This design comes from an exercise in tuning for small area, a short achievable clock period and few clock cycles on the open sky130 flow, not from production work. RTL that was checked went through simulation tests only; none was proved equivalent to the original.

Setup of JK:
// SP_wocg
module SP_wocg(
	clk,
	rst_n,
	in_valid,
	in_data,
	in_mode,
	out_valid,
	out_data
);
input clk, rst_n, in_valid;
input [2:0] in_mode;
input [8:0] in_data;
output reg out_valid;
output reg [8:0] out_data;
integer k;
function [8:0] qadd;     
	input [8:0] x, y;
	reg [9:0] s, s2;
	begin
		s  = {2'b0, x[7:0]} + {2'b0, y[7:0]};
		s2 = {2'b0, x[7:0]} + {2'b0, y[7:0]} + 10'd258;   
		if (s2[9]) qadd = {~(x[8] ^ y[8]), s2[7:0]};
		else       qadd = {x[8] ^ y[8], s[7:0]};
	end
endfunction
function [8:0] qsub;     
	input [8:0] x, y;
	reg [8:0] d, d2;
	begin
		d  = {1'b0, x[7:0]} - {1'b0, y[7:0]};
		d2 = {1'b0, x[7:0]} - {1'b0, y[7:0]} + 9'd254;
		if (d[8]) qsub = {~(x[8] ^ y[8]), d2[7:0]};
		else      qsub = {x[8] ^ y[8], d[7:0]};
	end
endfunction
function [8:0] maddq;    
	input [8:0] x, y;
	input       n;
	reg [9:0] s, s1;
	begin
		s  = {1'b0, x} + {1'b0, y ^ {9{n}}} + {9'd0, n};    
		s1 = s + (n ? 10'd509 : 10'd3);                     
		maddq = (n ? ~s[9] : s1[9]) ? s1[8:0] : s[8:0];
	end
  ...
For scale: about 2700 cells after synthesis.
Settings: LEC_CHECK=0, ABC_AREA=1, ABC_CLOCK_PERIOD_IN_PS=3500, CAP_MARGIN=20, CORE_MARGIN=2, CORE_UTILIZATION=40, SETUP_SLACK_MARGIN=4.0, SLEW_MARGIN=20, SYNTH_MEMORY_MAX_BITS=16384, TNS_END_PERCENT=0; clock period 8.0 ns.
run.sh (not shown) runs the stock make flow with config.mk's settings and CLKGATE_MAP_FILE= SYNTH_SCRIPT=/design/flow/synth_recipe.tcl, a recipe that flattens the netlist after the stock synthesis.
Here is what was changed in the inputs of MS compared with JK.
# JK
export LEC_CHECK = 0
export ABC_AREA = 1
export ABC_CLOCK_PERIOD_IN_PS = 3500
export CAP_MARGIN = 20
export CORE_MARGIN = 2
export CORE_UTILIZATION = 40
export SETUP_SLACK_MARGIN = 4.0
export SLEW_MARGIN = 20
export SYNTH_MEMORY_MAX_BITS = 16384
export TNS_END_PERCENT = 0
create_clock -name core_clock -period 8.0 [get_ports {clk}]
# MS
export LEC_CHECK = 0
export ABC_AREA = 1
export ABC_CLOCK_PERIOD_IN_PS = 3500
export CAP_MARGIN = 20
export CORE_MARGIN = 2
export CORE_UTILIZATION = 55
export SETUP_SLACK_MARGIN = 4.0
export SLEW_MARGIN = 20
export SYNTH_MEMORY_MAX_BITS = 16384
export TNS_END_PERCENT = 5
create_clock -name core_clock -period 8.0 [get_ports {clk}]
Findings:
- JK reports its beginning of the critical path as in_data[0] while MS reports in_data[1].
- For clock buffer and inverter area fraction after layout, MS and JK come out practically identical.
- MS packs its core more tightly than JK.
- JK → MS: post-detailed-routing wire length moved down, area growth from synthesis to layout dropped 3.4 points, latest clock arrival within the worst-skew pair held steady, worst setup slack lost 0.17 ns.
- MS ended with every stage complete and zero timing, DRC or antenna violations.
- When MS is measured against JK, its share of the clock period used by the worst path turns out 2.1 points higher.
What AL does differently from MS at the input level:
# MS
export LEC_CHECK = 0
export ABC_AREA = 1
export ABC_CLOCK_PERIOD_IN_PS = 3500
export CAP_MARGIN = 20
export CORE_MARGIN = 2
export CORE_UTILIZATION = 55
export SETUP_SLACK_MARGIN = 4.0
export SLEW_MARGIN = 20
export SYNTH_MEMORY_MAX_BITS = 16384
export TNS_END_PERCENT = 5
create_clock -name core_clock -period 8.0 [get_ports {clk}]
# AL
export LEC_CHECK = 0
export ABC_AREA = 1
export ABC_CLOCK_PERIOD_IN_PS = 3500
export CAP_MARGIN = 20
export CORE_MARGIN = 2
export CORE_UTILIZATION = 40
export SETUP_SLACK_MARGIN = 4.0
export SLEW_MARGIN = 20
export SYNTH_MEMORY_MAX_BITS = 16384
export TNS_END_PERCENT = 5
create_clock -name core_clock -period 8.0 [get_ports {clk}]
Findings:
MS -> AL: overall die height increased by more than 10%
On AL: critical path depth is 3 lower than what MS gave.
Of the two values seen for capture point of the critical path, nlog_r[7]$_DFF_P_ was produced by AL and nlog_r[6]$_DFF_P_ by MS.
In the reports for AL and MS, the smaller die area belongs to MS.
Of AL and MS, AL shows the higher total wire length after detailed routing, with MS below it.
For the critical path required time, AL came in 0.05 ns higher than MS did.
Cmp AL and MS / area added between synthesis and finish / higher: AL
Relative to MS, AL improves maximum frequency.
[compare] base=MS new=AL: slew of the pin with the lowest slew margin moved down, total track usage shows a reduction of 9.1 points.
MS vs AL, top routing layer in use: met5 vs met4
Function was not checked in any run of this note: the RTL went through the layout flow alone.

========
Setup of run 1:
SP_wocg, a different RTL version from the one above (not shown whole).
Size in the first run: roughly 2700 cells after synthesis, about 170 flip-flops, roughly 25 I/O pins, ~0.017 sq mm of cells after synthesis.
// SP_wocg
module SP_wocg(
	clk,
	rst_n,
	in_valid,
	in_data,
	in_mode,
	out_valid,
	out_data
);
input clk, rst_n, in_valid;
input [2:0] in_mode;
input [8:0] in_data;
output reg out_valid;
output reg [8:0] out_data;
integer k;
function [8:0] qadd;     
	input [8:0] x, y;
	reg [9:0] s, s2;
	begin
		s  = {2'b0, x[7:0]} + {2'b0, y[7:0]};
		s2 = {2'b0, x[7:0]} + {2'b0, y[7:0]} + 10'd258;   
		if (s2[9]) qadd = {~(x[8] ^ y[8]), s2[7:0]};
		else       qadd = {x[8] ^ y[8], s[7:0]};
	end
endfunction
function [8:0] qsub;     
	input [8:0] x, y;
	reg [8:0] d, d2;
	begin
		d  = {1'b0, x[7:0]} - {1'b0, y[7:0]};
		d2 = {1'b0, x[7:0]} - {1'b0, y[7:0]} + 9'd254;
		if (d[8]) qsub = {~(x[8] ^ y[8]), d2[7:0]};
		else      qsub = {x[8] ^ y[8], d[7:0]};
	end
endfunction
function [8:0] maddq;    
	input [8:0] x, y;
	input       n;
	reg [9:0] s, s1;
	begin
		s  = {1'b0, x} + {1'b0, y ^ {9{n}}} + {9'd0, n};    
		s1 = s + (n ? 10'd509 : 10'd3);                     
  ...
export LEC_CHECK = 0
export ABC_AREA = 1
export ABC_CLOCK_PERIOD_IN_PS = 3500
export CAP_MARGIN = 20
export CORE_MARGIN = 2
export CORE_UTILIZATION = 40
export CTS_BUF_LIST = sky130_fd_sc_hd__clkbuf_4 sky130_fd_sc_hd__clkbuf_8
export SETUP_SLACK_MARGIN = 4.0
export SLEW_MARGIN = 20
export SYNTH_MEMORY_MAX_BITS = 16384
export TNS_END_PERCENT = 5
create_clock -name core_clock -period 8.0 [get_ports {clk}]
Run 1 reached the end of the flow, and the finished layout is clean on the timing, design-rule and antenna checks.
Testbench counts of run 1, summed over its fixed seeds: cycles 6,421.
What run 2 does differently from run 1 at the input level:
# run 1
export LEC_CHECK = 0
export ABC_AREA = 1
export ABC_CLOCK_PERIOD_IN_PS = 3500
export CAP_MARGIN = 20
export CORE_MARGIN = 2
export CORE_UTILIZATION = 40
export CTS_BUF_LIST = sky130_fd_sc_hd__clkbuf_4 sky130_fd_sc_hd__clkbuf_8
export SETUP_SLACK_MARGIN = 4.0
export SLEW_MARGIN = 20
export SYNTH_MEMORY_MAX_BITS = 16384
export TNS_END_PERCENT = 5
create_clock -name core_clock -period 8.0 [get_ports {clk}]
# run 2
export LEC_CHECK = 0
export ABC_AREA = 1
export ABC_CLOCK_PERIOD_IN_PS = 3500
export CAP_MARGIN = 20
export CORE_MARGIN = 2
export CORE_UTILIZATION = 50
export SETUP_SLACK_MARGIN = 4.0
export SLEW_MARGIN = 20
export SYNTH_MEMORY_MAX_BITS = 16384
export TNS_END_PERCENT = 5
create_clock -name core_clock -period 8.0 [get_ports {clk}]
## What came out
Relative to run 1, met1 track demand over resource increased by 5.6 points in run 2.
Diff run 1..run 2 | hold-fix buffer count after cts | unchanged
In run 2 the global-route usage turned out 6.0 points higher than in run 1.
~same sequential cell area share in run 2 and run 1
Modified inputs, run 3 compared to run 2
# run 2
export LEC_CHECK = 0
export ABC_AREA = 1
export ABC_CLOCK_PERIOD_IN_PS = 3500
export CAP_MARGIN = 20
export CORE_MARGIN = 2
export CORE_UTILIZATION = 50
export SETUP_SLACK_MARGIN = 4.0
export SLEW_MARGIN = 20
export SYNTH_MEMORY_MAX_BITS = 16384
export TNS_END_PERCENT = 5
create_clock -name core_clock -period 8.0 [get_ports {clk}]
# run 3
export LEC_CHECK = 0
export ABC_AREA = 1
export ABC_CLOCK_PERIOD_IN_PS = 3500
export CAP_MARGIN = 20
export CORE_MARGIN = 2
export CORE_UTILIZATION = 40
export CTS_BUF_LIST = sky130_fd_sc_hd__clkbuf_8
export SETUP_SLACK_MARGIN = 4.0
export SLEW_MARGIN = 20
export SYNTH_MEMORY_MAX_BITS = 16384
export TNS_END_PERCENT = 5
create_clock -name core_clock -period 8.0 [get_ports {clk}]
--- outcome ---
- Relative to run 2, area after detailed placement has gone up in run 3.
- Comparing critical path depth for run 2 and run 3, the bigger number came from run 3.
- | final clock skew | run 3 vs run 2 | worse |
- For the delay contributed by the slowest stage of the critical path, run 3 came in 0.14 ns higher than run 2 did.
Input-level comparison between run 4 and run 3:
# run 3
export LEC_CHECK = 0
export ABC_AREA = 1
export ABC_CLOCK_PERIOD_IN_PS = 3500
export CAP_MARGIN = 20
export CORE_MARGIN = 2
export CORE_UTILIZATION = 40
export CTS_BUF_LIST = sky130_fd_sc_hd__clkbuf_8
export SETUP_SLACK_MARGIN = 4.0
export SLEW_MARGIN = 20
export SYNTH_MEMORY_MAX_BITS = 16384
export TNS_END_PERCENT = 5
create_clock -name core_clock -period 8.0 [get_ports {clk}]
# run 4
export LEC_CHECK = 0
export ABC_AREA = 1
export ABC_CLOCK_PERIOD_IN_PS = 3500
export CAP_MARGIN = 20
export CORE_MARGIN = 2
export CORE_UTILIZATION = 40
export SETUP_SLACK_MARGIN = 4.0
export SLEW_MARGIN = 20
export SYNTH_MEMORY_MAX_BITS = 16384
export TNS_END_PERCENT = 5
create_clock -name core_clock -period 8.0 [get_ports {clk}]
## What came out
Taking run 3 as the reference, in run 4 number of hold-slack violations in the final timing report shows no meaningful change, number of antenna diodes has decreased.

separate check: timing with driven ports:
How much do the figures lean on ideal ports? The routed layouts below were timed once more, with nothing changed but the port constraints. Step 1 sets driving cells, clkbuf_16 on the clock port and buf_2 on the other inputs (assumed; they add their load-dependent delay and slew). Step 2 adds t to the input delays and takes it off the output delays; t is the mean of the earliest and latest rising clock arrival at the registers after step 1. Input paths then give back, and output paths get back, about the clock's delay inside the block. a / b / c = ideal / step 1 / step 2; a / b = the first two.
run	t (ns)	setup WS [ns]	hold WS [ns]	worst register clock-pin slew, ns	pins driven straight from the clock port
JK	0.485	3.956 / 3.976 / 3.491	0.317 / 0.317 / 0.317	0.08 / 0.08	1
MS	0.497	3.789 / 3.823 / 3.326	0.327 / 0.327 / 0.327	0.08 / 0.08	1
AL	0.485	3.951 / 3.974 / 3.489	0.317 / 0.317 / 0.317	0.08 / 0.08	1
run 1	0.559	3.993 / 4.024 / 3.464	0.324 / 0.324 / 0.324	0.12 / 0.12	1
run 2	0.496	3.982 / 4.011 / 3.515	0.330 / 0.330 / 0.330	0.09 / 0.09	1
run 3	0.559	3.993 / 4.024 / 3.464	0.324 / 0.324 / 0.324	0.12 / 0.12	1
run 4	0.505	3.987 / 4.017 / 3.512	0.322 / 0.322 / 0.322	0.08 / 0.08	1
After both steps setup and hold are still met in every run listed.
